Source: an optimization exercise on an open RTL-to-GDS flow (aim: small area and a short achievable clock period). Production flows keep margins and buffers that such runs may drop. Only simulation tests tie the RTL to the original design; equivalence was not proved. Power is estimated from default activity; no workload was simulated.

==> flow/design.v, too long to show whole: its modules and the start of the top module <==
// module AdderPair: 28 lines
// module Comparator: 6 lines
// module Counter: 16 lines
// module FA: 7 lines
// module HA: 7 lines
// module Multiply16x16: 1789 lines
// module Multiply8x8: 499 lines
// module Tree8x8: 299 lines
// module Add8c: 106 lines
// module Add8: 99 lines
// module Add16: 231 lines
// module CellAOI21: 3 lines
// module CellOAI21: 3 lines
// module CellNAND2: 3 lines
// module CellNOR2: 3 lines
// module CellXOR2: 3 lines
// module CellXNOR2: 3 lines
// module MuxMod: 14 lines
// module PathSegment: 22 lines
// module ChipLevel: 23 lines
module ChipLevel (
   input  logic [15:0] data16_a, data16_b, data16_c, data16_d,
   input  logic [7:0] din_a, din_b,
   input  logic [1:0] sel,
   input  logic clk, cin, rst, start,
   input  logic s1, s2, op,
   output logic [15:0] mux_out, regout,
   output logic [31:0] m32_out,
   output logic cout1, cout2, comp_out1, comp_out2
);
  // ...
==> flow/flow/run.sh <==
#!/bin/bash
# Layout flow: the standard one, except that synthesis keeps the design's FA
# modules as the library's full-adder cell (flow/synth_fa.tcl) and leaves the
# remaining logic to ABC without re-extracting adders from it.  The
# registers must come out exactly as in the standard synthesis (same names
# and cell types); if they do not, the standard synthesis is used instead.
set -uo pipefail
R=orfs/results/$FLOW_PLATFORM/ChipLevel/base

bash standard.sh synth > std_synth.log 2>&1 || exit 1
cp $R/1_2_yosys.v std_1_2_yosys.v

# 2. the synthesis with full-adder cells, in a work folder of its own
MK=$(sed -n 's/^make -C \S* \(.*\) "\${@:-finish}"$/\1/p' standard.sh | sed 's|WORK_HOME=\S*||; s|SYNTH_SCRIPT=\S*||')
read -ra MKARGS <<< "$MK"
make -C "$FLOW_HOME" "${MKARGS[@]}" WORK_HOME="$PWD/orfs_fa" SYNTH_SCRIPT="$PWD/flow/synth_fa.tcl" \
  "SYNTH_KEEP_MODULES=FA HA CellAOI21 CellOAI21 CellNAND2 CellNOR2 CellXOR2 CellXNOR2" "ADDER_MAP_FILE=" synth > fa_synth.log 2>&1
ok=$?
if [[ $ok -eq 0 ]] && python3 flow/same_regs.py std_1_2_yosys.v orfs_fa/results/$FLOW_PLATFORM/ChipLevel/base/1_2_yosys.v > regs_check.log 2>&1; then
  echo "using the full-adder synthesis" > synth_choice.log
  cp orfs_fa/results/$FLOW_PLATFORM/ChipLevel/base/1_2_yosys.v $R/1_2_yosys.v
  rm -f $R/1_synth.odb $R/1_synth.sdc
else
  echo "using the standard synthesis (fa synth exit $ok)" > synth_choice.log
fi

# 3. the rest of the standard flow, with the ORFS settings in flow/make_args.txt
EXTRA=()
if [[ -f flow/make_args.txt ]]; then
  while read -r line; do [[ -n "$line" && "$line" != \#* ]] && EXTRA+=("${line//@FLOW@/$PWD/flow}"); done < flow/make_args.txt
fi
bash standard.sh finish "${EXTRA[@]}" > std_finish.log 2>&1
==> flow/flow/make_args.txt <==
BUFFER_PORTS_ARGS=-buffer_cell sky130_fd_sc_hd__buf_1
POST_GLOBAL_PLACE_TCL=@FLOW@/post_gpl.tcl
DONT_USE_CELLS=sky130_fd_sc_hd__probe_p_8 sky130_fd_sc_hd__probec_p_8 sky130_fd_sc_hd__lpflow_bleeder_1 sky130_fd_sc_hd__lpflow_clkbufkapwr_1 sky130_fd_sc_hd__lpflow_clkbufkapwr_16 sky130_fd_sc_hd__lpflow_clkbufkapwr_2 sky130_fd_sc_hd__lpflow_clkbufkapwr_4 sky130_fd_sc_hd__lpflow_clkbufkapwr_8 sky130_fd_sc_hd__lpflow_clkinvkapwr_1 sky130_fd_sc_hd__lpflow_clkinvkapwr_16 sky130_fd_sc_hd__lpflow_clkinvkapwr_2 sky130_fd_sc_hd__lpflow_clkinvkapwr_4 sky130_fd_sc_hd__lpflow_clkinvkapwr_8 sky130_fd_sc_hd__lpflow_decapkapwr_12 sky130_fd_sc_hd__lpflow_decapkapwr_3 sky130_fd_sc_hd__lpflow_decapkapwr_4 sky130_fd_sc_hd__lpflow_decapkapwr_6 sky130_fd_sc_hd__lpflow_decapkapwr_8 sky130_fd_sc_hd__lpflow_inputiso0n_1 sky130_fd_sc_hd__lpflow_inputiso0p_1 sky130_fd_sc_hd__lpflow_inputiso1n_1 sky130_fd_sc_hd__lpflow_inputiso1p_1 sky130_fd_sc_hd__lpflow_inputisolatch_1 sky130_fd_sc_hd__lpflow_isobufsrc_1 sky130_fd_sc_hd__lpflow_isobufsrc_16 sky130_fd_sc_hd__lpflow_isobufsrc_2 sky130_fd_sc_hd__lpflow_isobufsrc_4 sky130_fd_sc_hd__lpflow_isobufsrc_8 sky130_fd_sc_hd__lpflow_isobufsrckapwr_16 sky130_fd_sc_hd__lpflow_lsbuf_lh_hl_isowell_tap_1 sky130_fd_sc_hd__lpflow_lsbuf_lh_hl_isowell_tap_2 sky130_fd_sc_hd__lpflow_lsbuf_lh_hl_isowell_tap_4 sky130_fd_sc_hd__lpflow_lsbuf_lh_isowell_4 sky130_fd_sc_hd__lpflow_lsbuf_lh_isowell_tap_1 sky130_fd_sc_hd__lpflow_lsbuf_lh_isowell_tap_2 sky130_fd_sc_hd__lpflow_lsbuf_lh_isowell_tap_4  sky130_fd_sc_hd__clkdlybuf4s15_1 sky130_fd_sc_hd__clkdlybuf4s15_2 sky130_fd_sc_hd__clkdlybuf4s18_1 sky130_fd_sc_hd__clkdlybuf4s18_2 sky130_fd_sc_hd__clkdlybuf4s25_1 sky130_fd_sc_hd__clkdlybuf4s25_2 sky130_fd_sc_hd__clkdlybuf4s50_1 sky130_fd_sc_hd__clkdlybuf4s50_2
==> flow/flow/post_gpl.tcl <==
# The standard port buffering gives every port a buf_1 (BUFFER_PORTS_ARGS);
# input ports fan out to many cells, so their buffers become buf_4.
foreach inst [get_cells input*] {
  if {[get_property $inst ref_name] eq "sky130_fd_sc_hd__buf_1"} {
    replace_cell $inst sky130_fd_sc_hd__buf_4
  }
}
==> flow/flow/same_regs.py <==
"""Exit 0 if two netlists have the same flip-flops (instance names and cell types)."""
import re, sys

def regs(path):
    txt = open(path).read()
    return sorted(re.findall(r'(sky130_fd_sc_hd__(?:df|edf|sdf|dl)\w*)\s+(\S+)\s*\(', txt))

a, b = regs(sys.argv[1]), regs(sys.argv[2])
print(len(a), "registers in the standard synthesis,", len(b), "in the other")
if a != b or not a:
    print("differ:", sorted(set(a) ^ set(b))[:20])
    sys.exit(1)
print("same")
==> flow/flow/synth_fa.tcl <==
# synth_recipe.tcl with one change: the small gate modules of the design (FA,
# HA and the Cell* gates), kept as hierarchy through SYNTH_KEEP_MODULES,
# become the library's matching cells instead of being flattened and
# re-synthesized, so the adders keep the structure the RTL gives them.
proc synth {args} { yosys synth -nofsm -noshare {*}$args }
source $::env(SCRIPTS_DIR)/synth.tcl
foreach {m c} {
  FA        sky130_fd_sc_hd__fa_1
  HA        sky130_fd_sc_hd__ha_1
  CellAOI21 sky130_fd_sc_hd__a21oi_1
  CellOAI21 sky130_fd_sc_hd__o21ai_1
  CellNAND2 sky130_fd_sc_hd__nand2_1
  CellNOR2  sky130_fd_sc_hd__nor2_1
  CellXOR2  sky130_fd_sc_hd__xor2_1
  CellXNOR2 sky130_fd_sc_hd__xnor2_1
} {
  if {[lsearch -exact $::env(SYNTH_KEEP_MODULES) $m] >= 0} {
    chtype -set $c t:$m
    delete $m
  }
}
# left out here: clear keep_hierarchy, flatten, clean up
# a gate module whose ports do not match its cell would leave nets undriven
check -assert
# left out here: hide names made inside functions
tee -o $::env(REPORTS_DIR)/synth_stat_fa.txt stat {*}$lib_args
# left out here: write 1_2_yosys.v
==> flow/standard.sh <==
#!/bin/bash
# synth_recipe.tcl (not shown) runs the flow's synth.tcl, then flattens the netlist and writes it again
# the make line also repeats each setting of config.mk as NAME=value (left out here)
make -C /OpenROAD-flow-scripts/flow DESIGN_CONFIG=/design/flow/config.mk WORK_HOME=/design/flow/orfs CLKGATE_MAP_FILE= SYNTH_SCRIPT=/design/flow/synth_recipe.tcl "${@:-finish}"
==> flow/config.mk <==
export PLATFORM = sky130hd
export DESIGN_NAME = ChipLevel
export DESIGN_NICKNAME = ChipLevel
export VERILOG_FILES = /design/flow/design.v
export SDC_FILE = /design/flow/constraint.sdc
export NUM_CORES = 4
export LEC_CHECK = 0
export CAP_MARGIN = 20
export CORE_MARGIN = 2
export CORE_UTILIZATION = 60
export SETUP_SLACK_MARGIN = 3.8
export SLEW_MARGIN = 20
==> flow/constraint.sdc <==
create_clock -name core_clock -period 8.0 [get_ports {clk}]
set_input_delay 1.6000 -clock core_clock [delete_from_list [all_inputs] [get_ports {clk}]]
set_output_delay 1.6000 -clock core_clock [all_outputs]
set_load 0.01 [all_outputs]
==> results.toml, run 1 <==
[clock_network]
clock_latency_ns = 0.45
clock-sinks = 191
clockRootBuffer = "clkbuf_16"

[run_status]
status = "complete, no violations"

[setup_path]
endpoint = "u5.q0_17$_DFF_P_"
slowest_delay_ns = 0.55
crit_arrival_ns = 4.68
cp-start-kind = "input pin"
critical_path.endpoint_type = "flop"
cpMaxStageDelayCell = "fa_2"

[route]
drt-met1-wl_um = 17100
routed_wl_um = 41000
vias = 12600

[cells_and_area]
layout.sequential_cells = 191
nNonClkInverters = 104
layout_commonest_cell = "nand2_1"

[placement]
pre_cts_slack_ns = 2.83
port-buffer-count = 156

[timing]
slew_viol_final = 0
finalCritPeriodShare_pct = 54.4
skew_ns = 0.0122
setup_viol = 0

[pwr]
max-vdd-ir-drop_v = 0.000154
finalPower_mw = 5.49
p_seq_share_pct = 26.4
internal-power_mw = 3.12

[global_route]
busiest_layer = "met2"
met1_usage_pct = 38.4
track_usage_pct = 29.0
use_met2_pct = 48.6
grt_max_degree = 40
grt_pass1_wl_um = 65000

[worst_hold_path]
hold_end = "u1.ad16[1]$_DFF_P_"

[logic_synthesis]
yosys_warnings = 6
==> run 2: changes to the inputs <==
--- a/flow/config.mk
+++ b/flow/config.mk
@@ -10,3 +10,4 @@
 export CORE_UTILIZATION = 60
-export SETUP_SLACK_MARGIN = 3.8
+export CTS_BUF_LIST = sky130_fd_sc_hd__clkbuf_4 sky130_fd_sc_hd__clkbuf_8
+export SETUP_SLACK_MARGIN = 3.6
 export SLEW_MARGIN = 20
==> results.toml, run 2 <==
[run_status]
status = "complete, no violations"

[pwr]
finalPower_mw = 5.48
max-vdd-ir-drop_v = 0.000300
p_leak_nw = 9.89
pwr_density_cell_nw_per_um2 = 265

[route]
post_drt_via_cell_ratio = 5.29
routed_wl_um = 43400
route.detailed.drc = 0
ant_nets = 0
vias = 12500
drtIter0Drc = 755
drt-wirelength-per-cell_um = 18.4
first_pass_iters = 5

[logic_synthesis]
avgSynthCellArea_um2 = 10.2
synth_top_area_share_pct = 32.6
synth_nets = 2239
synthTopCellsByArea = "fa_1, dfxtp_1, and2_1"
synth_edf_count = 32
synth_top_area_cell = "fa_1"
synth_common_cells = "inv_1, and2_1, fa_1, dfxtp_1, ha_1"
netlist_area_um2 = 17800
synth_seq_cells = 191
ys_seq_area_share_pct = 23.2
synth_cell_type_count = 47
yosys_warnings = 6
yosys.cell_count.top_type = "inv_1"
synth_ff_type = "dfxtp_1"
postSynth.asyncResetShare_pct = 0
postSynthCellCount = 1748

[setup_path]
reg2reg_depth = 16
crit_start = "data16_a[12]"
critical_path.endpoint_type = "flop"
rr_endpoint = "u7.REGOUT[15]$_DFF_P_"
cp_max_fo = 3
rrSetupSlack_ns = 3.70
path_class = "in -> reg"
r2r-start = "u7.BDATA[6]$_DFFE_PP_"
crit_arrival_ns = 5.08
cp-start-kind = "input pin"
cp.required_ns = 8.41
endpoint = "u5.q1_17$_DFF_P_"

[worst_hold_path]
hold_start = "u1.c1$_DFF_P_"
hold_depth = 0
hold_class = "reg -> reg"

[placement]
hpwl_um = 32600
port-buffer-count = 156
dpl_cell_area_um2 = 19000
pre_cts_slack_ns = 2.57

[global_route]
grt_max_degree = 37
track_usage_pct = 29.8
antenna_found_initial = 0
grt_pass1_wl_um = 70100
first_global_vias = 13300
grt_overflow_total = 0

[clock_network]
clkSlewWorstSetupHoldPaths_ns = 0.12
clockRootBuffer = "clkbuf_8"
postCtsHoldBufs = 0
cts_tree = "built"
clock-sinks = 191
clock_latency_ns = 0.52
h-tree-depth = 4
cts_max_path_buffers = 2
cts_buffers = 17

[floorplan]
rows = 63
start_util_pct = 60.5
die_area_um2 = 31100
die_x_um = 176
die_y_um = 176
coreArea_um2 = 29500
ios = 157

[timing]
setup_viol = 0
max_freq_mhz = 214
holdWs_ns = 0.318
finalSetupTns_ns = 0
finalCritPeriodShare_pct = 58.4
slew_headroom_pct = 34.1
worst_pin_slew_ns = 0.989
skew_ns = 0.0200
rsz0062_at_grt = "true"
fin_crit_ns = 4.67
slew_viol_final = 0
setup_slack_ns = 3.33
hold_viol_final = 0

[cells_and_area]
fillerInstances = 2329
fin_area_um2 = 20700
diodes = 0
fin_nets = 2443
area_delta_synth_final_pct = 15.9
final_cell_mix = "inv_1, and2_1, fa_1, dfxtp_1, ha_1"
drive_gt1_share_pct = 22.3
layout_commonest_cell = "inv_1"

[run]
drv_cap = 0
run 2: cell types whose count changed in the layout (fill, tap and decap cells not counted), sizes merged, moves of 16 or more:
cell	before	now
a21o	0	22
inv	112	328
nor2	96	56
xnor2	81	36
xor2	73	28
nand2	446	94
ha	32	111
a21oi	102	39
fa	275	291
o21ai	60	33
and2	5	292
run 2: cell type report:
type	count	area, um2	area share [%]
clock buffer	18	248	1.20
clock inverter	14	150	0.726
inverter	323	1210	5.86
multi-input combinational	1152	12600	61.1
sequential	191	4150	20.1
tap	390	488	2.36
timing repair buffer	267	1810	8.74
run 2: worst min path at each step:
stage,end
after floorplan,u1.ad16[0]$_DFF_P_
after global placement,u1.c2$_DFF_P_
after detailed placement,u1.ad16[7]$_DFF_P_
after CTS,u1.c2$_DFF_P_
after global routing,u1.c2$_DFF_P_
final,u1.c2$_DFF_P_
run 2: cells by family after synthesis:
group | Yosys count | share of synthesized area (%)
compound gates | 119 | 4.16
xor+xnor | 64 | 3.14
fa+ha+maj | 402 | 40.4
buf+inv | 405 | 9.19
flops | 191 | 23.2
mux | 65 | 4.52
simple gates | 502 | 15.4
run 2: what timing repair did:
item / 4_1_cts / 5_1_grt
setup buffers: 54 / 32
pin swaps: 68 / 72
gates resized for setup: 179 / 105
setup endpoints to repair: 58 / 43
run 2: power by group:
part | total, mW | internal [mW] | leakage [nW] | switching (mW)
logic | 3.44 | 1.61 | 8.03 | 1.83
clock network | 0.661 | 0.266 | 0.202 | 0.395
registers | 1.38 | 1.27 | 1.66 | 0.107
run 2: worst max-delay path, cell delays in order:
cell and delay (ns):
buf_12 0.11, and2_4 0.15, fa_2 0.38, fa_1 0.52
inv_2 0.04, fa_1 0.54, inv_2 0.04, fa_1 0.53
inv_2 0.04, fa_2 0.53, inv_2 0.04, fa_2 0.50
inv_1 0.04
run 2: routing by layer:
metal	up-vias	routed length (um)	global-route usage (%)
met3	84	2520	4.39
met4	0	1430	11.5
met2	361	21800	50.6
li1	5698	-	-
met1	6308	17600	38.9
met5	-	0	0
run 2: through the flow:
step,cells,util (%)
after detailed placement,2237,64.6
after global placement,2237,63.5
after global routing,2355,70.2
after floorplan,1748,-
after CTS,2323,68.8
final,2355,70.2
==> run 3: changes to the inputs <==
--- a/flow/config.mk
+++ b/flow/config.mk
@@ -10,3 +10,2 @@
 export CORE_UTILIZATION = 60
-export CTS_BUF_LIST = sky130_fd_sc_hd__clkbuf_4 sky130_fd_sc_hd__clkbuf_8
 export SETUP_SLACK_MARGIN = 3.6
==> results.toml, run 3 <==
[timing]
max_freq_mhz = 227
slew_viol_final = 0
fin_crit_ns = 4.41
finalSetupTns_ns = 0
slew_headroom_pct = 35.8
setup_viol = 0
hold_viol_final = 0
skew_ns = 0.0125
setup_slack_ns = 3.59
finalCritPeriodShare_pct = 55.1
worst_pin_slew_ns = 0.962
rsz0062_at_grt = "true"

[cells_and_area]
final_cell_mix = "nand2_1, fa_1, dfxtp_1, inv_1, a21oi_1"
fin_nets = 2247
drive_gt1_share_pct = 17.4
layout_commonest_cell = "nand2_1"
area_delta_synth_final_pct = 12.7
finalNonFillerCells = 2242
diodes = 0
fin_area_um2 = 18900

[setup_path]
cp-start-kind = "input pin"
cpMostUsedCell = "fa_2"
cpMaxStageDelayCell = "fa_1"
slowest_delay_ns = 0.59
critical_path.endpoint_type = "flop"
cp_max_fo = 7
cp.required_ns = 8.33
reg2reg_depth = 13
crit_chain = "buf_12 > buf_12 > nand2_4 > fa_2 > fa_1 > fa_1 > fa_2 > fa_2 > fa_2"
crit_arrival_ns = 4.74
path_class = "in -> reg"

[clock_network]
postCtsHoldBufs = 0
clockRootBuffer = "clkbuf_16"
cts_tree = "built"
clkSlewWorstSetupHoldPaths_ns = 0.08
cts_buffers = 17
h-tree-depth = 4
cts_max_path_buffers = 2
clock-sinks = 191
clock_latency_ns = 0.45

[placement]
port-buffer-count = 156
hpwl_um = 30700
dpl_cell_area_um2 = 17800
pre_cts_slack_ns = 2.88
dpl.cell_count = 2179

[logic_synthesis]
postSynthCellCount = 1760
avgSynthCellArea_um2 = 9.54
yosys_warnings = 6
synth_nets = 2156
netlist_area_um2 = 16800

[route]
vias = 12300
routed_wl_um = 40500
ant_nets = 0
drtIter0Drc = 902
first_pass_iters = 5
post_drt_via_cell_ratio = 5.46
drt-wirelength-per-cell_um = 18.1
route.detailed.drc = 0

[floorplan]
start_util_pct = 60.7
ios = 157
rows = 61
die_x_um = 171
die_y_um = 171
die_area_um2 = 29300
coreArea_um2 = 27600

[worst_hold_path]
hold_depth = 0
hold_class = "reg -> reg"

[pwr]
max-vdd-ir-drop_v = 0.000138
pwr_density_cell_nw_per_um2 = 285
finalPower_mw = 5.40
p_leak_nw = 7.31

[global_route]
grt_pass1_wl_um = 64100
grt_max_degree = 40
grt_overflow_total = 0
track_usage_pct = 28.7
first_global_vias = 12400
antenna_found_initial = 0

[run_status]
status = "complete, no violations"

[run]
drv_cap = 0
==> run 3: power breakdown <==
| group | internal [mW] | switching (mW) |
|---|---|---|
| Clock | 0.486 | 0.434 |
| Combinational | 1.33 | 1.69 |
| Sequential | 1.28 | 0.174 |
| Total | 3.10 | 2.30 |
==> run 3: per-stage QoR <==
stage          hold slack, ns  util, %
3_3_place_gp            0.311     63.2
4_1_cts                 0.329     67.1
5_1_grt                 0.337     68.5
6_report                0.326     68.5
3_5_place_dp            0.312     64.3
2_1_floorplan           0.310        -
==> run 3: cell type report <==
cell class / count / area [um2]
multi-input cells: 1315 / 11800
fillers: 2267 / 8710
flip-flops and latches: 191 / 4140
repair buffers: 222 / 1440
well taps: 378 / 473
clock buffers: 17 / 425
inverters: 104 / 390
clock inverters: 15 / 218
==> run 3: final timing paths <==
kind | start | endpoint | slack [ns]
worst max-delay path | data16_b[4] | u5.q1_17$_DFF_P_ | 3.59
worst min-delay path | u1.lo1[3]$_DFF_P_ | u1.ad16[3]$_DFF_P_ | 0.33
worst max register to register | u7.ADATA[0]$_DFFE_PP_ | u7.REGOUT[15]$_DFF_P_ | 3.84
worst min register to register | u1.lo1[3]$_DFF_P_ | u1.ad16[3]$_DFF_P_ | 0.33
==> run 3: what timing repair did <==
action                     CTS  global route
buffers inserted             3            28
resized for setup           43            62
setup endpoints to repair   40            27
pin swaps                    4            13
==> run 3: critical path: cells and delay by family <==
family / cells / cell delay (ns)
AND/OR/NAND/NOR: 1 / 0.05
buffers and inverters: 2 / 0.20
adder cells (fa/ha/maj): 6 / 2.88
==> run 3: metal layers <==
| layer | global-route usage, % | share of wire, % |
|---|---|---|
| met2 | 48.4 | 49 |
| met3 | 5.15 | 5.8 |
| met5 | 0 | 0 |
| met4 | 8.22 | 2.5 |
| met1 | 38.4 | 42 |
==> run 4: changes to the inputs <==
--- a/flow/config.mk
+++ b/flow/config.mk
@@ -9,3 +9,3 @@
 export CORE_MARGIN = 2
-export CORE_UTILIZATION = 60
+export CORE_UTILIZATION = 72
 export SETUP_SLACK_MARGIN = 3.6
==> results.toml, run 4 <==
[setup_path]
cp_max_fo = 9
crit_arrival_ns = 4.86
cpMostUsedCell = "fa_2"
cp.required_ns = 8.38
crit_start = "data16_a[10]"
r2r-start = "u7.ADATA[1]$_DFFE_PP_"
reg2reg_depth = 13
cp-start-kind = "input pin"
path_class = "in -> reg"
cpMaxStageDelayCell = "fa_2"
crit_chain = "buf_4 > nand2_1 > fa_2 > fa_1 > fa_2 > fa_2 > fa_1 > fa_2 > fa_2"
endpoint = "u5.q1_17$_DFF_P_"
rr_endpoint = "u7.REGOUT[15]$_DFF_P_"
slowest_delay_ns = 0.53
critical_path.endpoint_type = "flop"
rrSetupSlack_ns = 3.73

[floorplan]
rows = 55
ios = 157
die_area_um2 = 24500
coreArea_um2 = 22800
die_y_um = 157
die_x_um = 157
start_util_pct = 73.7

[run]
drv_cap = 0

[cells_and_area]
diodes = 0
fin_nets = 2238
fin_util_pct = 82.0
layout_commonest_cell = "nand2_1"
final_cell_mix = "nand2_1, fa_1, dfxtp_1, inv_1, a21oi_1"
area_delta_synth_final_pct = 11.2
drive_gt1_share_pct = 16.3

[clock_network]
h-tree-depth = 4
clock-sinks = 191
cts_tree = "built"
cts_max_path_buffers = 2
clkSlewWorstSetupHoldPaths_ns = 0.08
cts_buffers = 17
postCtsHoldBufs = 0
clock_latency_ns = 0.44
clockRootBuffer = "clkbuf_16"

[route]
first_pass_iters = 6
drt-wirelength-per-cell_um = 18.7
routed_wl_um = 40500
post_drt_via_cell_ratio = 5.93
ant_nets = 0
vias = 12900
drtIter0Drc = 1114
route.detailed.drc = 0

[global_route]
grt_overflow_total = 0
first_global_vias = 13400
track_usage_pct = 34.6
grt_max_degree = 40
antenna_found_initial = 0
grt_pass1_wl_um = 65300

[placement]
hpwl_um = 30500
port-buffer-count = 156

[pwr]
finalPower_mw = 5.46
max-vdd-ir-drop_v = 0.000164
p_leak_nw = 7.23
pwr_density_cell_nw_per_um2 = 292

[timing]
slew_headroom_pct = 37.8
setup_viol = 0
skew_ns = 0.00979
fin_crit_ns = 4.48
finalSetupTns_ns = 0
finalCritPeriodShare_pct = 56.0
rsz0062_at_grt = "true"
worst_pin_slew_ns = 0.933
slew_viol_final = 0
max_freq_mhz = 223
hold_viol_final = 0

[run_status]
status = "complete, no violations"

[logic_synthesis]
netlist_area_um2 = 16800
avgSynthCellArea_um2 = 9.54
yosys_warnings = 6
synth_nets = 2156
postSynthCellCount = 1760

[worst_hold_path]
hold_class = "reg -> reg"
==> run 4: cell type report <==
class	instances	area, um2
clock inverter	15	216
sequential	191	4140
tap	313	392
clock buffer	17	425
inverter	104	390
timing repair buffer	213	1330
multi-input combinational	1315	11800
fill	1417	4110
==> run 4: stage by stage <==
stage | std cells | setup slack (ns) | cell area [um2] | hold slack (ns)
global route | 2168 | 3.47 | 18700 | 0.346
floorplan | 1760 | 3.18 | 17800 | 0.310
global placement | 2113 | 2.47 | 17400 | 0.310
finish | 2168 | 3.52 | 18700 | 0.333
CTS | 2145 | 3.53 | 18400 | 0.331
detailed placement | 2113 | 2.75 | 17700 | 0.313
==> run 4: layer usage <==
layer | up-vias | part of all wire (%) | wire length (um) | GRT usage [%]
met2 | 697 | 50 | 20400 | 59.3
met4 | 0 | 3.6 | 1450 | 14.9
li1 | 5643 | - | - | -
met1 | 6386 | 38 | 15400 | 43.5
met3 | 124 | 8.1 | 3280 | 6.09
met5 | - | 0 | 0 | 0
==> run 4: where the power goes <==
| part | total, mW | internal [mW] | switching (mW) |
|---|---|---|---|
| Sequential | 1.45 | 1.28 | 0.168 |
| Combinational | 3.09 | 1.34 | 1.76 |
| Clock | 0.919 | 0.486 | 0.433 |
==> run 4: worst min path at each step <==
stage | endpoint | slack (ns) | depth (start not counted) | start
final | u1.ad16[3]$_DFF_P_ | 0.33 | 0 | u1.lo1[3]$_DFF_P_
after CTS | u1.ad16[3]$_DFF_P_ | 0.33 | 0 | u1.lo1[3]$_DFF_P_
after global placement | u1.ad16[0]$_DFF_P_ | 0.31 | 0 | u1.lo1[0]$_DFF_P_
after global routing | u1.ad16[7]$_DFF_P_ | 0.35 | 0 | u1.lo1[7]$_DFF_P_
after detailed placement | u1.ad16[4]$_DFF_P_ | 0.31 | 0 | u1.lo1[4]$_DFF_P_
after floorplan | u1.ad16[0]$_DFF_P_ | 0.31 | 0 | u1.lo1[0]$_DFF_P_
==> run 4: worst max-delay path: cells and delay by family <==
family                     cells  cell delay (ns)
and+or+nand+nor                1             0.12
buffers and inverters          1             0.19
adders and majority gates      7             2.94
==> run 4: repair_timing <==
item	CTS	global route
endpoints found under the setup margin	45	33
buffers inserted	0	23
pin swaps	1	10
resized for setup	32	51
==> run 5: changes to the inputs <==
==> flow/flow/post_gpl.tcl (replaced) <==
# The standard port buffering gives every port a buf_1 (BUFFER_PORTS_ARGS);
# input ports fan out to many cells, so their buffers become buf_2.
foreach inst [get_cells input*] {
  if {[get_property $inst ref_name] eq "sky130_fd_sc_hd__buf_1"} {
    replace_cell $inst sky130_fd_sc_hd__buf_2
  }
}
--- a/flow/config.mk
+++ b/flow/config.mk
@@ -9,4 +9,4 @@
 export CORE_MARGIN = 2
-export CORE_UTILIZATION = 72
-export SETUP_SLACK_MARGIN = 3.6
+export CORE_UTILIZATION = 60
+export SETUP_SLACK_MARGIN = 3.5
 export SLEW_MARGIN = 20
==> results.toml, run 5 <==
[route]
route.detailed.drc = 0
drtIter0Drc = 708
ant_nets = 0
drt-wirelength-per-cell_um = 17.9
post_drt_via_cell_ratio = 5.52
first_pass_iters = 5
vias = 12200
routed_wl_um = 39600

[setup_path]
crit_arrival_ns = 4.88
critical_path.endpoint_type = "flop"
crit_buf_inv = 1
cpMostUsedCell = "fa_2"
rrSetupSlack_ns = 3.72
slowest_delay_ns = 0.53
crit_chain = "buf_2 > nand2_1 > fa_2 > fa_1 > fa_2 > fa_2 > fa_1 > fa_2 > fa_2"
cp-start-kind = "input pin"
cp_max_fo = 8
path_class = "in -> reg"
cp.required_ns = 8.38
cpMaxStageDelayCell = "fa_2"
critical-path-top-delay-family = "adder cells"

[clock_network]
clock-sinks = 191
postCtsHoldBufs = 0
cts_tree = "built"
clock_latency_ns = 0.44
h-tree-depth = 4
cts_buffers = 17
clkSlewWorstSetupHoldPaths_ns = 0.09
clockRootBuffer = "clkbuf_16"
cts_max_path_buffers = 2

[timing]
hold_viol_final = 0
setup_slack_ns = 3.50
finalCritPeriodShare_pct = 56.3
slew_viol_final = 0
setup_viol = 0
finalSetupTns_ns = 0
worst_pin_slew_ns = 0.913
slew_headroom_pct = 39.1
rsz0062_at_grt = "true"
max_freq_mhz = 222
holdWs_ns = 0.325
skew_ns = 0.0142
fin_crit_ns = 4.50

[cells_and_area]
layout_commonest_cell = "nand2_1"
multiInputGateArea_um2 = 11800
finalNonFillerCells = 2216
area_delta_synth_final_pct = 9.50
fin_nets = 2220
final_cell_mix = "nand2_1, fa_1, dfxtp_1, inv_1, a21oi_1"
area.sequential_um2 = 4140
drive_gt1_share_pct = 15.4
fin_util_pct = 66.5
fillerInstances = 2346

[placement]
pre_cts_slack_ns = 2.76
port-buffer-count = 156
dpl.cell_count = 2179
hpwl_um = 30300

[logic_synthesis]
avgSynthCellArea_um2 = 9.54
yosys_warnings = 6
synth_nets = 2156
postSynthCellCount = 1760
netlist_area_um2 = 16800

[global_route]
track_usage_pct = 28.3
antenna_found_initial = 1
grt_max_degree = 40
grt_pass1_wl_um = 63700
first_global_vias = 12500
grt_overflow_total = 0

[pwr]
p_leak_nw = 7.08
max-vdd-ir-drop_v = 0.000166
pwr_density_cell_nw_per_um2 = 290

[worst_hold_path]
hold_class = "reg -> reg"

[floorplan]
die_y_um = 171
die_x_um = 171
start_util_pct = 60.7
coreArea_um2 = 27600
rows = 61
die_area_um2 = 29300
ios = 157

[run_status]
status = "complete, no violations"

[run]
drv_cap = 0
run 5: metrics by stage:
stage / area [um2] / power, mW
5_1_grt: 18400 / 5.83
4_1_cts: 18300 / 5.35
2_1_floorplan: 17700 / 3.97
3_5_place_dp: 17600 / 4.41
6_report: 18400 / 5.34
3_3_place_gp: 17500 / 4.33
run 5: what timing repair did:
action,4_1_cts,5_1_grt
cloned,0,0
buffers inserted,0,4
resized for setup,39,22
endpoints found under the setup margin,42,21
hold endpoints to repair,0,0
pin swaps,0,1
run 5: path summary, 6_finish.rpt:
kind | from | to | depth (start not counted)
worst max-delay path | data16_a[2] | u5.q1_17$_DFF_P_ | 9
worst min register to register | u1.lo1[3]$_DFF_P_ | u1.ad16[3]$_DFF_P_ | 0
worst max register to register | u7.ADATA[1]$_DFFE_PP_ | u7.REGOUT[15]$_DFF_P_ | 13
worst min-delay path | u1.lo1[3]$_DFF_P_ | u1.ad16[3]$_DFF_P_ | 0
run 5: power by group:
part           internal, mW  switching, mW  total (mW)
clock                 0.485          0.435       0.920
sequential             1.28          0.172        1.45
combinational          1.30           1.67        2.97
run 5: area by class of cell:
class                      instances  share of cell area (%)
clock buffer                      17                    2.31
timing repair buffer             195                    5.34
inverter                         104                    2.12
sequential                       191                    22.5
multi-input combinational       1315                    63.9
clock inverter                    15                    1.15
tap                              378                    2.57
antenna                            1                  0.0136
run 5: worst reg2reg max path, cell delays in order, from the launching register on:
cell      delay, ns
edfxtp_1       0.59
nand2_1        0.14
fa_1           0.43
fa_1           0.40
fa_1           0.45
fa_1           0.38
fa_1           0.49
mux2i_1        0.08
ha_1           0.36
a21oi_1        0.23
o21ai_1        0.17
a21oi_1        0.17
o21ai_1        0.11
xor2_1         0.16
run 5: layer usage:
| layer | vias to the layer above | global-route usage [%] | wire [um] |
|---|---|---|---|
| met4 | 0 | 7.07 | 743 |
| met1 | 6181 | 38.8 | 17100 |
| met2 | 412 | 48.0 | 19400 |
| met3 | 46 | 4.00 | 2330 |
| met5 | - | 0 | 0 |
| li1 | 5603 | - | - |
==> run 6: changes to the inputs <==
--- a/flow/config.mk
+++ b/flow/config.mk
@@ -10,3 +10,4 @@
 export CORE_UTILIZATION = 60
-export SETUP_SLACK_MARGIN = 3.5
+export CTS_CLUSTER_SIZE = 50
+export SETUP_SLACK_MARGIN = 3.7
 export SLEW_MARGIN = 20
==> results.toml, run 6 <==
[timing]
setup_viol = 0
slew_viol_final = 0
rsz0062_at_grt = "true"
finalSetupTns_ns = 0
setup_slack_ns = 3.64
finalCritPeriodShare_pct = 54.5
fin_crit_ns = 4.36
slew_headroom_pct = 38.6
hold_viol_final = 0
max_freq_mhz = 229
skew_ns = 0.0106
worst_pin_slew_ns = 0.921

[route]
route.detailed.drc = 0
first_pass_iters = 7
drt-wirelength-per-cell_um = 18.1
ant_nets = 0
routed_wl_um = 40700
vias = 12300
drtIter0Drc = 693
post_drt_via_cell_ratio = 5.47

[clock_network]
cts_tree = "built"
clockRootBuffer = "clkbuf_16"
clock_latency_ns = 0.44
h-tree-depth = 4
cts_max_path_buffers = 2
clock-sinks = 191
clkSlewWorstSetupHoldPaths_ns = 0.08
cts_buffers = 17

[cells_and_area]
finalNonFillerCells = 2251
final_cell_mix = "nand2_1, fa_1, dfxtp_1, inv_1, a21oi_1"
fin_nets = 2256
layout_commonest_cell = "nand2_1"
diodes = 0
area_delta_synth_final_pct = 13.1
drive_gt1_share_pct = 17.6

[setup_path]
path_class = "in -> reg"
cp.required_ns = 8.39
r2r-start = "u7.BDATA[6]$_DFFE_PP_"
critical_path.endpoint_type = "flop"
crit_start = "data16_b[11]"
crit_chain = "buf_8 > nand2_2 > fa_2 > fa_1 > fa_2 > fa_2 > fa_1 > fa_2 > fa_2"
rr_endpoint = "u7.REGOUT[14]$_DFF_P_"
crit_arrival_ns = 4.75
cp-start-kind = "input pin"
reg2reg_depth = 14
critical-path-top-delay-family = "adder cells"
slowest_delay_ns = 0.52
cpMaxStageDelayCell = "fa_1"
cpMostUsedCell = "fa_2"
cp_max_fo = 7
rrSetupSlack_ns = 3.89
crit_buf_inv = 1

[floorplan]
die_y_um = 171
start_util_pct = 60.7
die_area_um2 = 29300
rows = 61
coreArea_um2 = 27600
die_x_um = 171
ios = 157

[logic_synthesis]
synth_nets = 2156
avgSynthCellArea_um2 = 9.54
postSynthCellCount = 1760
yosys_warnings = 6
netlist_area_um2 = 16800

[global_route]
track_usage_pct = 28.8
first_global_vias = 12800
grt_max_degree = 40
grt_pass1_wl_um = 64600
grt_overflow_total = 0
antenna_found_initial = 0

[worst_hold_path]
hold_depth = 0
hold_class = "reg -> reg"
hold_start = "u1.lo1[1]$_DFF_P_"
hold_end = "u1.ad16[1]$_DFF_P_"

[placement]
hpwl_um = 31100
port-buffer-count = 156
pre_cts_slack_ns = 2.72
dpl.cell_count = 2180

[pwr]
p_leak_nw = 7.31
max-vdd-ir-drop_v = 0.000186
pwr_density_cell_nw_per_um2 = 285
finalPower_mw = 5.41

[run]
drv_cap = 0

[run_status]
status = "complete, no violations"
## run 6: per-layer routing
layer	routed length [um]	GRT usage, %	share of wire [%]	up-vias
met2	20700	51.3	51	399
li1	-	-	-	5678
met4	864	7.22	2.1	0
met5	0	0	0	-
met3	1980	3.87	4.9	57
met1	17100	37.3	42	6182
## run 6: report_power, final
| part | leakage (nW) | internal [mW] | switching [mW] | total, mW |
|---|---|---|---|---|
| Sequential | 1.66 | 1.28 | 0.169 | 1.45 |
| Clock | 0.294 | 0.429 | 0.450 | 0.879 |
| Combinational | 5.36 | 1.35 | 1.73 | 3.08 |
## run 6: worst max-delay path by stage
stage / cells after the start / slack, ns / to
floorplan: 10 / 3.18 / u5.q1_17$_DFF_P_
CTS: 9 / 3.63 / u5.q1_17$_DFF_P_
detailed placement: 9 / 2.72 / u5.q0_17$_DFF_P_
global route: 9 / 3.60 / u5.q1_17$_DFF_P_
global placement: 9 / 2.44 / u5.q1_17$_DFF_P_
finish: 9 / 3.64 / u5.q1_17$_DFF_P_
## run 6: stage by stage
stage / hold WS (ns) / utilization [%] / instance area [um2]
6_report: 0.329 / 68.7 / 19000
5_1_grt: 0.332 / 68.7 / 19000
4_1_cts: 0.329 / 67.1 / 18600
3_5_place_dp: 0.312 / 63.6 / 17600
3_3_place_gp: 0.311 / 63.2 / 17500
2_1_floorplan: 0.310 / - / 17800
## run 6: layout make-up
| class | count | area [um2] |
|---|---|---|
| sequential | 191 | 4140 |
| timing repair buffer | 231 | 1510 |
| inverter | 104 | 390 |
| fill | 2234 | 8650 |
| multi-input combinational | 1315 | 11900 |
| clock inverter | 15 | 190 |
| tap | 378 | 473 |
| clock buffer | 17 | 425 |
## run 6: what timing repair did
action | 4_1_cts | 5_1_grt
setup endpoints to repair | 55 | 35
buffers inserted | 1 | 38
gates resized for setup | 122 | 70
pin swaps | 8 | 19
hold buffers | 0 | 0
==> run 7: changes to the inputs <==
--- a/flow/config.mk
+++ b/flow/config.mk
@@ -10,3 +10,3 @@
 export CORE_UTILIZATION = 60
-export CTS_CLUSTER_SIZE = 50
+export CTS_CLUSTER_SIZE = 30
 export SETUP_SLACK_MARGIN = 3.7
==> results.toml, run 7 <==
[pwr]
finalPower_mw = 5.41
max-vdd-ir-drop_v = 0.000186
p_leak_nw = 7.31
pwr_density_cell_nw_per_um2 = 285

[floorplan]
rows = 61
die_area_um2 = 29300
ios = 157
start_util_pct = 60.7
die_y_um = 171
die_x_um = 171
coreArea_um2 = 27600

[route]
drtIter0Drc = 693
drt-wirelength-per-cell_um = 18.1
post_drt_via_cell_ratio = 5.47
route.detailed.drc = 0
ant_nets = 0
routed_wl_um = 40700
first_pass_iters = 7
vias = 12300

[timing]
setup_slack_ns = 3.64
skew_ns = 0.0106
max_freq_mhz = 229
worst_pin_slew_ns = 0.921
slew_viol_final = 0
finalSetupTns_ns = 0
finalCritPeriodShare_pct = 54.5
rsz0062_at_grt = "true"
fin_crit_ns = 4.36
hold_viol_final = 0
slew_headroom_pct = 38.6
setup_viol = 0

[clock_network]
h-tree-depth = 4
clock_latency_ns = 0.44
postCtsHoldBufs = 0
cts_buffers = 17
clockRootBuffer = "clkbuf_16"
clock-sinks = 191
cts_tree = "built"
cts_max_path_buffers = 2
clkSlewWorstSetupHoldPaths_ns = 0.08

[setup_path]
critical_path.endpoint_type = "flop"
crit_arrival_ns = 4.75
cp-start-kind = "input pin"
cp_max_fo = 7
cp.required_ns = 8.39
path_class = "in -> reg"

[global_route]
grt_pass1_wl_um = 64600
grt_max_degree = 40
grt_overflow_total = 0
antenna_found_initial = 0
first_global_vias = 12800
track_usage_pct = 28.8

[logic_synthesis]
postSynthCellCount = 1760
synth_nets = 2156
avgSynthCellArea_um2 = 9.54
yosys_warnings = 6
netlist_area_um2 = 16800

[cells_and_area]
fillerInstances = 2234
diodes = 0
drive_gt1_share_pct = 17.6
final_cell_mix = "nand2_1, fa_1, dfxtp_1, inv_1, a21oi_1"
fin_nets = 2256
area_delta_synth_final_pct = 13.1
layout_commonest_cell = "nand2_1"
fin_area_um2 = 19000

[placement]
port-buffer-count = 156
dpl_cell_area_um2 = 17600
hpwl_um = 31100
pre_cts_slack_ns = 2.72

[worst_hold_path]
hold_class = "reg -> reg"

[run_status]
status = "complete, no violations"

[run]
drv_cap = 0
## run 7: worst paths after layout
path                              start                     to  slack [ns]  cells after the start
setup / recovery           data16_b[11]       u5.q1_17$_DFF_P_        3.64                      9
hold / removal        u1.lo1[1]$_DFF_P_     u1.ad16[1]$_DFF_P_        0.33                      0
setup reg to reg  u7.BDATA[6]$_DFFE_PP_  u7.REGOUT[14]$_DFF_P_        3.89                     14
hold reg to reg       u1.lo1[1]$_DFF_P_     u1.ad16[1]$_DFF_P_        0.33                      0
## run 7: final cells by class
cell class	count	area [um2]	share of cell area, %
clock inverter	15	190	1.00
timing repair buffer	231	1510	7.96
multi-input combinational	1315	11900	62.4
sequential	191	4140	21.8
tap	378	473	2.49
inverter	104	390	2.06
clock buffer	17	425	2.24
## run 7: power breakdown
group / switching (mW) / total, mW / internal [mW]
registers: 0.169 / 1.45 / 1.28
logic: 1.73 / 3.08 / 1.35
clock network: 0.450 / 0.879 / 0.429
total: 2.35 / 5.41 / 3.06
## run 7: repair_timing
| action | CTS | global route |
|---|---|---|
| setup buffers | 1 | 38 |
| resized for setup | 122 | 70 |
| pin swaps | 8 | 19 |
| setup endpoints to repair | 55 | 35 |
## run 7: worst max-delay path: stages
cell and delay [ns]:
buf_8 0.12, nand2_2 0.07, fa_2 0.39, fa_1 0.52
fa_2 0.36, fa_2 0.35, fa_1 0.45, fa_2 0.36
fa_2 0.52
## run 7: per-layer routing
| metal | vias up | part of all wire [%] | GRT usage, % | routed length (um) |
|---|---|---|---|---|
| met2 | 399 | 51 | 51.3 | 20700 |
| met1 | 6182 | 42 | 37.3 | 17100 |
| met3 | 57 | 4.9 | 3.87 | 1980 |
| met4 | 0 | 2.1 | 7.22 | 864 |
| li1 | 5678 | - | - | - |
| met5 | - | 0 | 0 | 0 |
## run 7: metrics by stage
step / instances / util [%] / hold WS, ns
2_1_floorplan: 1760 / - / 0.310
4_1_cts: 2213 / 67.1 / 0.329
3_5_place_dp: 2180 / 63.6 / 0.312
5_1_grt: 2251 / 68.7 / 0.332
3_3_place_gp: 2180 / 63.2 / 0.311
6_report: 2251 / 68.7 / 0.329
==> run 8: changes to the inputs <==
--- a/flow/config.mk
+++ b/flow/config.mk
@@ -10,4 +10,4 @@
 export CORE_UTILIZATION = 60
-export CTS_CLUSTER_SIZE = 30
 export SETUP_SLACK_MARGIN = 3.7
 export SLEW_MARGIN = 20
+export TNS_END_PERCENT = 20
==> results.toml, run 8 <==
[run_status]
status = "complete, no violations"

[pwr]
p_leak_nw = 7.32
finalPower_mw = 5.28
max-vdd-ir-drop_v = 0.000140
pwr_density_cell_nw_per_um2 = 280

[logic_synthesis]
synth_nets = 2156
postSynthCellCount = 1760
avgSynthCellArea_um2 = 9.54
yosys_warnings = 6
netlist_area_um2 = 16800

[cells_and_area]
layout_commonest_cell = "nand2_1"
multiInputGateArea_um2 = 11700
fin_util_pct = 68.2
finalNonFillerCells = 2262
final_cell_mix = "nand2_1, fa_1, dfxtp_1, inv_1, buf_2"
area_delta_synth_final_pct = 12.3
area.sequential_um2 = 4140
diodes = 0
drive_gt1_share_pct = 16.0
fillerInstances = 2251
fin_nets = 2267

[clock_network]
clock-sinks = 191
cts_max_path_buffers = 2
clockRootBuffer = "clkbuf_16"
postCtsHoldBufs = 0
clock_latency_ns = 0.45
cts_tree = "built"
clkSlewWorstSetupHoldPaths_ns = 0.08
h-tree-depth = 4
cts_buffers = 17

[route]
first_pass_iters = 5
ant_nets = 0
route.detailed.drc = 0
drtIter0Drc = 690
routed_wl_um = 39600
post_drt_via_cell_ratio = 5.43
vias = 12300
drt-wirelength-per-cell_um = 17.5

[placement]
dpl.cell_count = 2179
port-buffer-count = 156
hpwl_um = 30400

[setup_path]
cpMaxStageDelayCell = "fa_2"
cp.required_ns = 8.39
crit_arrival_ns = 4.77
cpMostUsedCell = "fa_2"
r2r-start = "u7.BDATA[6]$_DFFE_PP_"
cp-start-kind = "input pin"
crit_start = "data16_b[13]"
rrSetupSlack_ns = 3.85
critical-path-top-delay-family = "adder cells"
crit_buf_inv = 1
slowest_delay_ns = 0.52
crit_chain = "buf_6 > nand2_2 > fa_2 > fa_1 > fa_2 > fa_2 > fa_1 > fa_2 > fa_2"
cp_max_fo = 9
critical_path.endpoint_type = "flop"
path_class = "in -> reg"

[floorplan]
ios = 157
die_y_um = 171
start_util_pct = 60.7
die_x_um = 171
die_area_um2 = 29300
rows = 61
coreArea_um2 = 27600

[timing]
fin_crit_ns = 4.38
setup_viol = 0
finalCritPeriodShare_pct = 54.7
skew_ns = 0.0194
max_freq_mhz = 228
hold_viol_final = 0
slew_headroom_pct = 38.8
rsz0062_at_grt = "true"
worst_pin_slew_ns = 0.917
slew_viol_final = 0
finalSetupTns_ns = 0

[run]
drv_cap = 0

[worst_hold_path]
hold_start = "u1.lo1[4]$_DFF_P_"
hold_class = "reg -> reg"

[global_route]
grt_max_degree = 40
grt_overflow_total = 0
grt_pass1_wl_um = 63600
antenna_found_initial = 0
track_usage_pct = 28.4
first_global_vias = 12600
run 8: power by group:
part / internal (mW) / switching, mW
combinational: 1.30 / 1.67
clock: 0.427 / 0.439
sequential: 1.28 / 0.165
run 8: stage by stage:
step	setup WS (ns)	hold WS [ns]	area, um2
after detailed placement	2.76	0.313	17500
final	3.62	0.330	18900
after CTS	3.64	0.330	18500
after floorplan	3.18	0.310	17500
after global placement	2.43	0.310	17400
after global routing	3.55	0.333	18900
run 8: final timing paths:
| check | depth (start not counted) | end |
|---|---|---|
| max | 9 | u5.q1_17$_DFF_P_ |
| max reg2reg | 13 | u7.REGOUT[13]$_DFF_P_ |
| min reg2reg | 0 | u1.ad16[4]$_DFF_P_ |
| min | 0 | u1.ad16[4]$_DFF_P_ |
run 8: worst register-to-register path, cell delays in order (launching register included):
cell      delay [ns]
edfxtp_1        0.50
nand2_1         0.12
fa_1            0.45
fa_1            0.40
fa_1            0.46
fa_1            0.39
fa_1            0.49
mux2i_1         0.07
ha_1            0.35
a21oi_1         0.27
o21ai_2         0.12
a21oi_1         0.17
o21ai_1         0.10
xor2_1          0.15
run 8: per-layer routing:
| metal | routed length (um) | global-route usage, % | vias up |
|---|---|---|---|
| met5 | 0 | 0 | - |
| met4 | 946 | 8.88 | 0 |
| met3 | 2410 | 4.51 | 75 |
| met2 | 19700 | 47.4 | 428 |
| met1 | 16600 | 38.4 | 6075 |
| li1 | - | - | 5697 |
run 8: timing repair:
item                       4_1_cts  5_1_grt
setup buffers                    7       44
pin swaps                       10        5
setup endpoints to repair       61       50
resized for setup              121       20
run 8: area by class of cell:
cell class | instances | share of cell area (%)
Clock inverter | 15 | 1.04
Inverter | 104 | 2.07
Sequential cell | 191 | 22.0
Clock buffer | 17 | 2.26
Multi-Input combinational cell | 1315 | 62.1
Tap cell | 378 | 2.51
Timing Repair Buffer | 242 | 8.06
==> run 9: changes to the inputs <==
--- a/flow/config.mk
+++ b/flow/config.mk
@@ -12,2 +12 @@
 export SLEW_MARGIN = 20
-export TNS_END_PERCENT = 20
==> results.toml, run 9 <==
[run_status]
status = "complete, no violations"

[route]
wl_met3_um = 1980
routed_wl_um = 40700
route.detailed.drc = 0
ant_nets = 0
drtIter0Drc = 693
vias = 12300
drt-met1-wl_um = 17100
post_drt_via_cell_ratio = 5.47
drt-wirelength-per-cell_um = 18.1
dr_wl_met2_um = 20700
first_pass_iters = 7
highest_layer = "met4"

[global_route]
first_global_vias = 12800
grt_overflow_total = 0
antenna_found_initial = 0
grt_pass1_wl_um = 64600
grt_max_degree = 40
track_usage_pct = 28.8

[floorplan]
coreArea_um2 = 27600
die_area_um2 = 29300
start_util_pct = 60.7
die_y_um = 171
ios = 157
die_x_um = 171
rows = 61

[timing]
hold_viol_final = 0
setup_viol = 0
rsz0062_at_grt = "true"
finalSetupTns_ns = 0
finalCritPeriodShare_pct = 54.5
slew_viol_final = 0
fin_crit_ns = 4.36
skew_ns = 0.0106
worst_pin_slew_ns = 0.921
max_freq_mhz = 229
slew_headroom_pct = 38.6

[logic_synthesis]
synth_nets = 2156
yosys_warnings = 6
avgSynthCellArea_um2 = 9.54
postSynthCellCount = 1760
netlist_area_um2 = 16800

[setup_path]
cp_max_fo = 7
cp.required_ns = 8.39
rr_endpoint = "u7.REGOUT[14]$_DFF_P_"
cp-start-kind = "input pin"
crit_arrival_ns = 4.75
path_class = "in -> reg"
r2r-start = "u7.BDATA[6]$_DFFE_PP_"
critical_path.endpoint_type = "flop"
reg2reg_depth = 14
rrSetupSlack_ns = 3.89

[cells_and_area]
fin_nets = 2256
drive_gt1_share_pct = 17.6
final_cell_mix = "nand2_1, fa_1, dfxtp_1, inv_1, a21oi_1"
layout_commonest_cell = "nand2_1"
diodes = 0
area_delta_synth_final_pct = 13.1

[clock_network]
clkSlewWorstSetupHoldPaths_ns = 0.08
h-tree-depth = 4
clock_latency_ns = 0.44
postCtsHoldBufs = 0
cts_tree = "built"
cts_buffers = 17
clock-sinks = 191
clockRootBuffer = "clkbuf_16"
cts_max_path_buffers = 2

[pwr]
pwr_density_cell_nw_per_um2 = 285
p_leak_nw = 7.31
finalPower_mw = 5.41
max-vdd-ir-drop_v = 0.000186

[worst_hold_path]
hold_start = "u1.lo1[1]$_DFF_P_"
hold_end = "u1.ad16[1]$_DFF_P_"
hold_depth = 0
hold_class = "reg -> reg"

[placement]
port-buffer-count = 156
hpwl_um = 31100

[run]
drv_cap = 0
[run 9: layout make-up]
cell class,instances,area [um2]
Inverter,104,390
Timing Repair Buffer,231,1510
Clock buffer,17,425
Multi-Input combinational cell,1315,11900
Sequential cell,191,4140
Tap cell,378,473
Clock inverter,15,190
Fill cell,2234,8650
[run 9: worst max path at each step]
stage / cells after the start / slack [ns] / from / endpoint
global route: 9 / 3.60 / data16_b[3] / u5.q1_17$_DFF_P_
floorplan: 10 / 3.18 / data16_b[12] / u5.q1_17$_DFF_P_
finish: 9 / 3.64 / data16_b[11] / u5.q1_17$_DFF_P_
CTS: 9 / 3.63 / data16_a[1] / u5.q1_17$_DFF_P_
global placement: 9 / 2.44 / data16_b[3] / u5.q1_17$_DFF_P_
detailed placement: 9 / 2.72 / data16_b[3] / u5.q0_17$_DFF_P_
[run 9: what timing repair did]
action                     4_1_cts  5_1_grt
gates resized for setup        122       70
setup buffers                    1       38
pin swaps                        8       19
setup endpoints to repair       55       35
[run 9: metrics by stage]
step / instances / util [%] / cell area (um2) / worst slack, ns / hold WS (ns)
final: 2251 / 68.7 / 19000 / 3.64 / 0.329
after detailed placement: 2180 / 63.6 / 17600 / 2.72 / 0.312
after CTS: 2213 / 67.1 / 18600 / 3.63 / 0.329
after floorplan: 1760 / - / 17800 / 3.18 / 0.310
after global placement: 2180 / 63.2 / 17500 / 2.44 / 0.311
after global routing: 2251 / 68.7 / 19000 / 3.60 / 0.332
[run 9: metal layers]
layer  GRT usage (%)  vias to the layer above
met3            3.87                       57
met2            51.3                      399
li1                -                     5678
met1            37.3                     6182
met5               0                        -
met4            7.22                        0
[run 9: report_power, final]
part / switching (mW) / internal (mW)
Combinational: 1.73 / 1.35
Clock: 0.450 / 0.429
Sequential: 0.169 / 1.28
Total: 2.35 / 3.06
[run 9: critical path: stages]
cell and delay, ns:
buf_8 0.12, nand2_2 0.07, fa_2 0.39, fa_1 0.52
fa_2 0.36, fa_2 0.35, fa_1 0.45, fa_2 0.36
fa_2 0.52
==> run 10: changes to the inputs <==
--- a/flow/config.mk
+++ b/flow/config.mk
@@ -12 +12,2 @@
 export SLEW_MARGIN = 20
+export TNS_END_PERCENT = 0
==> results.toml, run 10 <==
[global_route]
track_usage_pct = 28.7
antenna_found_initial = 0
grt_max_degree = 40
met3_usage_pct = 4.97
busiest_layer = "met2"
met1_usage_pct = 37.9
grt_overflow_total = 0
first_global_vias = 12700
use_met2_pct = 48.6
grt_pass1_wl_um = 64200

[cells_and_area]
layout_commonest_cell = "nand2_1"
diodes = 0
final_cell_mix = "nand2_1, fa_1, dfxtp_1, inv_1, a21oi_1"
fillerInstances = 2324
drive_gt1_share_pct = 13.7
fin_nets = 2233
area_delta_synth_final_pct = 9.69

[route]
route.detailed.drc = 0
ant_nets = 0
post_drt_via_cell_ratio = 5.45
drtIter0Drc = 754
routed_wl_um = 39500
vias = 12100
drt-wirelength-per-cell_um = 17.8
first_pass_iters = 6

[timing]
finalSetupTns_ns = 0
max_freq_mhz = 224
worst_pin_slew_ns = 0.927
setup_viol = 0
hold_viol_final = 0
skew_ns = 0.0108
fin_crit_ns = 4.45
slew_headroom_pct = 38.2
rsz0062_at_grt = "true"
finalCritPeriodShare_pct = 55.7
slew_viol_final = 0
setup_slack_ns = 3.55

[setup_path]
critical-path-top-delay-family = "adder cells"
cp-start-kind = "input pin"
crit_buf_inv = 1
crit_chain = "buf_12 > nand2_1 > fa_2 > fa_1 > fa_1 > fa_1 > fa_1 > fa_1"
path_class = "in -> reg"
crit_arrival_ns = 4.76
cp.required_ns = 8.31
cpMaxStageDelayCell = "fa_1"
rrSetupSlack_ns = 3.79
cpMostUsedCell = "fa_1"
critical_path.endpoint_type = "flop"
cp_max_fo = 14
slowest_delay_ns = 0.60

[floorplan]
start_util_pct = 60.7
rows = 61
die_y_um = 171
coreArea_um2 = 27600
die_area_um2 = 29300
ios = 157
die_x_um = 171

[worst_hold_path]
hold_class = "reg -> reg"

[logic_synthesis]
postSynthCellCount = 1760
yosys_warnings = 6
netlist_area_um2 = 16800
avgSynthCellArea_um2 = 9.54
synth_nets = 2156

[clock_network]
cts_buffers = 17
postCtsHoldBufs = 0
cts_tree = "built"
cts_max_path_buffers = 2
clock-sinks = 191
clockRootBuffer = "clkbuf_16"
h-tree-depth = 4
clock_latency_ns = 0.44
clkSlewWorstSetupHoldPaths_ns = 0.08

[run_status]
status = "complete, no violations"

[pwr]
max-vdd-ir-drop_v = 0.000159
finalPower_mw = 5.25
pwr_density_cell_nw_per_um2 = 285
p_leak_nw = 7.12

[placement]
pre_cts_slack_ns = 2.62
hpwl_um = 30800
port-buffer-count = 156

[run]
drv_cap = 0
[run 10: layer usage]
metal | up-vias | part of all wire [%]
met3 | 59 | 5.8
met4 | 0 | 2.2
li1 | 5630 | -
met1 | 6069 | 42
met5 | - | 0
met2 | 374 | 50
[run 10: power by group]
group,total (mW),switching (mW),internal (mW)
Sequential,1.45,0.172,1.28
Clock,0.861,0.429,0.432
Combinational,2.94,1.66,1.28
Total,5.25,2.26,2.99
[run 10: repair_timing]
item                                    4_1_cts  5_1_grt
buffers inserted                              1       15
endpoints found under the setup margin       64       59
pin swaps                                     6        5
resized for setup                            97       19
[run 10: layout make-up]
| class | instances | area [um2] | share of cell area [%] |
|---|---|---|---|
| multi-input cells | 1315 | 11600 | 63.2 |
| clock buffers | 18 | 439 | 2.39 |
| flip-flops and latches | 191 | 4140 | 22.5 |
| clock inverters | 14 | 159 | 0.863 |
| well taps | 378 | 473 | 2.57 |
| repair buffers | 208 | 1170 | 6.38 |
| inverters | 104 | 390 | 2.12 |
[run 10: through the flow]
step | hold slack, ns | instance area [um2] | cells | util (%)
2_1_floorplan | 0.310 | 17100 | 1760 | -
3_3_place_gp | 0.311 | 17300 | 2180 | 62.6
3_5_place_dp | 0.315 | 17400 | 2180 | 63.0
4_1_cts | 0.326 | 18300 | 2213 | 66.1
5_1_grt | 0.332 | 18400 | 2228 | 66.6
6_report | 0.326 | 18400 | 2228 | 66.6
[run 10: worst paths after layout]
check,start,endpoint,depth (start not counted)
max reg2reg,u7.BDATA[4]$_DFFE_PP_,u7.REGOUT[15]$_DFF_P_,13
min reg2reg,u1.lo1[1]$_DFF_P_,u1.ad16[1]$_DFF_P_,0
max,data16_a[3],u5.q1_17$_DFF_P_,8
min,u1.lo1[1]$_DFF_P_,u1.ad16[1]$_DFF_P_,0
==> run 11: changes to the inputs <==
--- a/flow/config.mk
+++ b/flow/config.mk
@@ -10,4 +10,3 @@
 export CORE_UTILIZATION = 60
-export SETUP_SLACK_MARGIN = 3.7
+export SETUP_SLACK_MARGIN = 3.65
 export SLEW_MARGIN = 20
-export TNS_END_PERCENT = 0
==> results.toml, run 11 <==
[global_route]
track_usage_pct = 29.1
grt_overflow_total = 0
grt_pass1_wl_um = 65600
antenna_found_initial = 0
first_global_vias = 12800
grt_max_degree = 40

[logic_synthesis]
avgSynthCellArea_um2 = 9.54
netlist_area_um2 = 16800
synth_nets = 2156
yosys_warnings = 6
postSynthCellCount = 1760

[placement]
port-buffer-count = 156
dpl_cell_area_um2 = 17600
hpwl_um = 30800

[floorplan]
die_y_um = 171
ios = 157
coreArea_um2 = 27600
die_x_um = 171
rows = 61
die_area_um2 = 29300
start_util_pct = 60.7

[setup_path]
path_class = "in -> reg"
crit_buf_inv = 2
cp-start-kind = "input pin"
crit_arrival_ns = 4.69
crit_chain = "buf_16 > buf_6 > nand2_1 > fa_2 > fa_1 > fa_1 > fa_1 > fa_1 > fa_2"
cp_max_fo = 3
rrSetupSlack_ns = 3.83
cp.required_ns = 8.32
cpMaxStageDelayCell = "fa_1"
slowest_delay_ns = 0.56
critical_path.endpoint_type = "flop"
critical-path-top-delay-family = "adder cells"
cpMostUsedCell = "fa_1"

[route]
drtIter0Drc = 905
routed_wl_um = 40500
route.detailed.drc = 0
vias = 12400
ant_nets = 0
post_drt_via_cell_ratio = 5.47
first_pass_iters = 5
drt-wirelength-per-cell_um = 17.9

[clock_network]
postCtsHoldBufs = 0
h-tree-depth = 4
cts_max_path_buffers = 2
clock-sinks = 191
clkSlewWorstSetupHoldPaths_ns = 0.08
clock_latency_ns = 0.45
clockRootBuffer = "clkbuf_16"
cts_tree = "built"
cts_buffers = 17

[cells_and_area]
layout_commonest_cell = "nand2_1"
diodes = 0
final_cell_mix = "nand2_1, fa_1, dfxtp_1, inv_1, a21oi_1"
fin_nets = 2265
drive_gt1_share_pct = 17.9
fin_area_um2 = 19100
fin_util_pct = 69.0
area_delta_synth_final_pct = 13.6

[timing]
hold_viol_final = 0
skew_ns = 0.0170
finalSetupTns_ns = 0
slew_headroom_pct = 37.9
setup_viol = 0
finalCritPeriodShare_pct = 54.7
slew_viol_final = 0
rsz0062_at_grt = "true"
worst_pin_slew_ns = 0.931
max_freq_mhz = 228
fin_crit_ns = 4.38

[pwr]
max-vdd-ir-drop_v = 0.000164
pwr_density_cell_nw_per_um2 = 279
p_leak_nw = 7.38

[run]
drv_cap = 0

[worst_hold_path]
hold_class = "reg -> reg"

[run_status]
status = "complete, no violations"
-- run 11: final timing paths --
path | startpoint | to | cells after the start
setup / recovery | data16_a[4] | u5.q1_17$_DFF_P_ | 9
hold / removal | u1.lo1[1]$_DFF_P_ | u1.ad16[1]$_DFF_P_ | 0
setup reg to reg | u7.BDATA[4]$_DFFE_PP_ | u7.REGOUT[15]$_DFF_P_ | 13
hold reg to reg | u1.lo1[1]$_DFF_P_ | u1.ad16[1]$_DFF_P_ | 0
-- run 11: metal layers --
metal | wire [um] | up-vias | global-route usage (%)
met5 | 0 | - | 0
met4 | 952 | 0 | 8.14
met3 | 2540 | 66 | 5.29
met2 | 20000 | 417 | 49.6
met1 | 17100 | 6196 | 38.5
li1 | - | 5684 | -
-- run 11: final cells by class --
type	count	area, um2
clock inverter	12	116
fill	2228	8560
tap	378	473
clock buffer	19	443
timing repair buffer	240	1660
multi-input combinational	1315	11800
sequential	191	4140
inverter	104	390
-- run 11: worst register-to-register path, cell delays in order (launching register included) --
cell      delay (ns)
edfxtp_1        0.59
nand2_1         0.13
fa_1            0.39
fa_1            0.38
fa_1            0.45
fa_1            0.38
fa_1            0.48
mux2i_1         0.07
ha_1            0.35
a21oi_1         0.24
o21ai_1         0.16
a21oi_1         0.16
o21ai_1         0.11
xor2_1          0.16
-- run 11: what timing repair did --
action	CTS	global route
buffers inserted	20	29
pin swaps	10	25
resized for setup	133	68
endpoints found under the setup margin	50	36
-- run 11: stage by stage --
stage / cells / setup slack, ns / power [mW] / hold slack (ns)
after floorplan: 1760 / 3.18 / 3.97 / 0.310
after global placement: 2179 / 2.49 / 4.33 / 0.311
after detailed placement: 2179 / 2.77 / 4.40 / 0.314
after CTS: 2230 / 3.57 / 5.28 / 0.328
after global routing: 2259 / 3.60 / 5.83 / 0.331
final: 2259 / 3.62 / 5.32 / 0.326
-- run 11: power by group --
part | total, mW | internal, mW | switching (mW)
Clock | 0.831 | 0.420 | 0.411
Sequential | 1.45 | 1.28 | 0.173
Combinational | 3.04 | 1.35 | 1.69
==> run 12: changes to the inputs <==
--- a/flow/config.mk
+++ b/flow/config.mk
@@ -10,3 +10,4 @@
 export CORE_UTILIZATION = 60
-export SETUP_SLACK_MARGIN = 3.65
+export SETUP_SLACK_MARGIN = 4.2
 export SLEW_MARGIN = 20
+export TNS_END_PERCENT = 0
==> results.toml, run 12 <==
[setup_path]
cp_max_fo = 10
cpMaxStageDelayCell = "fa_1"
reg2reg_depth = 13
crit_arrival_ns = 4.73
critical_path.endpoint_type = "flop"
cp-start-kind = "input pin"
crit_cells = 8
path_class = "in -> reg"
crit_chain = "buf_8 > nand2_1 > fa_2 > fa_1 > fa_1 > fa_1 > fa_1 > fa_1"
cpMostUsedCell = "fa_1"
crit_buf_inv = 1
critical-path-top-delay-family = "adder cells"
cp.required_ns = 8.31
slowest_delay_ns = 0.59

[timing]
skew_ns = 0.0109
setup_viol = 0
worst_pin_slew_ns = 0.925
max_freq_mhz = 226
rsz0062_at_grt = "true"
hold_viol_final = 0
slew_headroom_pct = 38.3
slew_viol_final = 0
fin_crit_ns = 4.42
setup_slack_ns = 3.58
finalSetupTns_ns = 0
finalCritPeriodShare_pct = 55.3

[route]
routed_wl_um = 39700
first_pass_iters = 5
drtIter0Drc = 818
ant_nets = 0
vias = 12100
route.detailed.drc = 0
post_drt_via_cell_ratio = 5.42
drt-wirelength-per-cell_um = 17.8

[clock_network]
h-tree-depth = 4
cts_buffers = 17
clkSlewWorstSetupHoldPaths_ns = 0.08
cts_max_path_buffers = 2
clock-sinks = 191
clockRootBuffer = "clkbuf_16"
cts_tree = "built"
clock_latency_ns = 0.44

[global_route]
antenna_found_initial = 0
grt_max_degree = 40
grt_pass1_wl_um = 64200
track_usage_pct = 28.7
first_global_vias = 12700
grt_overflow_total = 0

[floorplan]
ios = 157
die_area_um2 = 29300
start_util_pct = 60.7
die_y_um = 171
coreArea_um2 = 27600
die_x_um = 171
rows = 61

[pwr]
pwr_density_cell_nw_per_um2 = 285
max-vdd-ir-drop_v = 0.000159
p_leak_nw = 7.15

[cells_and_area]
diodes = 0
fin_nets = 2236
fillerInstances = 2315
layout_commonest_cell = "nand2_1"
drive_gt1_share_pct = 14.1
final_cell_mix = "nand2_1, fa_1, dfxtp_1, inv_1, a21oi_1"
area_delta_synth_final_pct = 10.0

[logic_synthesis]
postSynthCellCount = 1760
avgSynthCellArea_um2 = 9.54
netlist_area_um2 = 16800
yosys_warnings = 6
synth_nets = 2156

[placement]
pre_cts_slack_ns = 2.62
port-buffer-count = 156
hpwl_um = 30800

[worst_hold_path]
hold_depth = 0
hold_class = "reg -> reg"

[run_status]
status = "complete, no violations"

[run]
drv_cap = 0
[run 12: cell types whose count changed in the layout (fill, tap and decap cells not counted), sizes merged]
| cell | delta |
|---|---|
| buf | -28 |
| inv | +2 |
| clkbuf | -2 |
[run 12: timing repair]
item | in CTS | in global routing
pin swaps | 6 | 10
setup endpoints to repair | 85 | 92
hold endpoints to repair | 0 | 0
buffers inserted | 1 | 18
gates resized for setup | 97 | 32
hold buffers | 0 | 0
cloned | 0 | 0
[run 12: path summary, 6_finish.rpt]
| kind | from | endpoint | slack, ns |
|---|---|---|---|
| setup reg to reg | u7.BDATA[4]$_DFFE_PP_ | u7.REGOUT[15]$_DFF_P_ | 3.80 |
| setup / recovery | data16_b[3] | u5.q1_17$_DFF_P_ | 3.58 |
| hold reg to reg | u1.lo1[1]$_DFF_P_ | u1.ad16[1]$_DFF_P_ | 0.33 |
| hold / removal | u1.lo1[1]$_DFF_P_ | u1.ad16[1]$_DFF_P_ | 0.33 |
[run 12: area by class of cell]
type	count	area, um2	share of cell area, %
Clock inverter	14	159	0.861
Inverter	104	390	2.11
Multi-Input combinational cell	1315	11600	63.1
Timing Repair Buffer	211	1210	6.58
Clock buffer	18	439	2.38
Sequential cell	191	4140	22.4
Tap cell	378	473	2.56
[run 12: per-layer routing]
layer	global-route usage, %	wire [um]	up-vias
met2	48.6	19700	382
li1	-	-	5634
met5	0	0	-
met3	4.97	2170	62
met1	37.9	16800	6015
met4	8.95	900	0
[run 12: worst reg2reg max path: stages, from the launching register on]
cell and delay [ns]:
edfxtp_1 0.57, nand2_1 0.12, fa_1 0.39, fa_1 0.39, fa_1 0.46, fa_1 0.40, fa_1 0.50, mux2i_1 0.08
ha_1 0.36, a21oi_1 0.24, o21ai_1 0.16, a21oi_1 0.17, o21ai_1 0.10, xor2_1 0.15
[run 12: per-stage QoR]
| step | utilization (%) | instance area (um2) | hold WS (ns) | std cells | power [mW] |
|---|---|---|---|---|---|
| 2_1_floorplan | - | 17100 | 0.310 | 1760 | 3.91 |
| 3_3_place_gp | 62.6 | 17300 | 0.311 | 2180 | 4.29 |
| 3_5_place_dp | 63.0 | 17400 | 0.315 | 2180 | 4.36 |
| 4_1_cts | 66.1 | 18300 | 0.326 | 2213 | 5.27 |
| 5_1_grt | 66.8 | 18500 | 0.332 | 2231 | 5.76 |
| 6_report | 66.8 | 18500 | 0.327 | 2231 | 5.26 |
[run 12: report_power, final]
group | leakage, nW | switching, mW | internal (mW)
Sequential | 1.66 | 0.173 | 1.28
Combinational | 5.19 | 1.67 | 1.29
Clock | 0.297 | 0.430 | 0.432
Total | 7.15 | 2.27 | 2.99

Re-timed with assumed drivers on the ports (clkbuf_16 on the clock, buf_2 on other inputs), run 12 has 3.575 ns of setup slack against 3.578 ns with ideal ports, and 3.089 ns once port delays also move by the mid clock arrival of 0.486 ns.
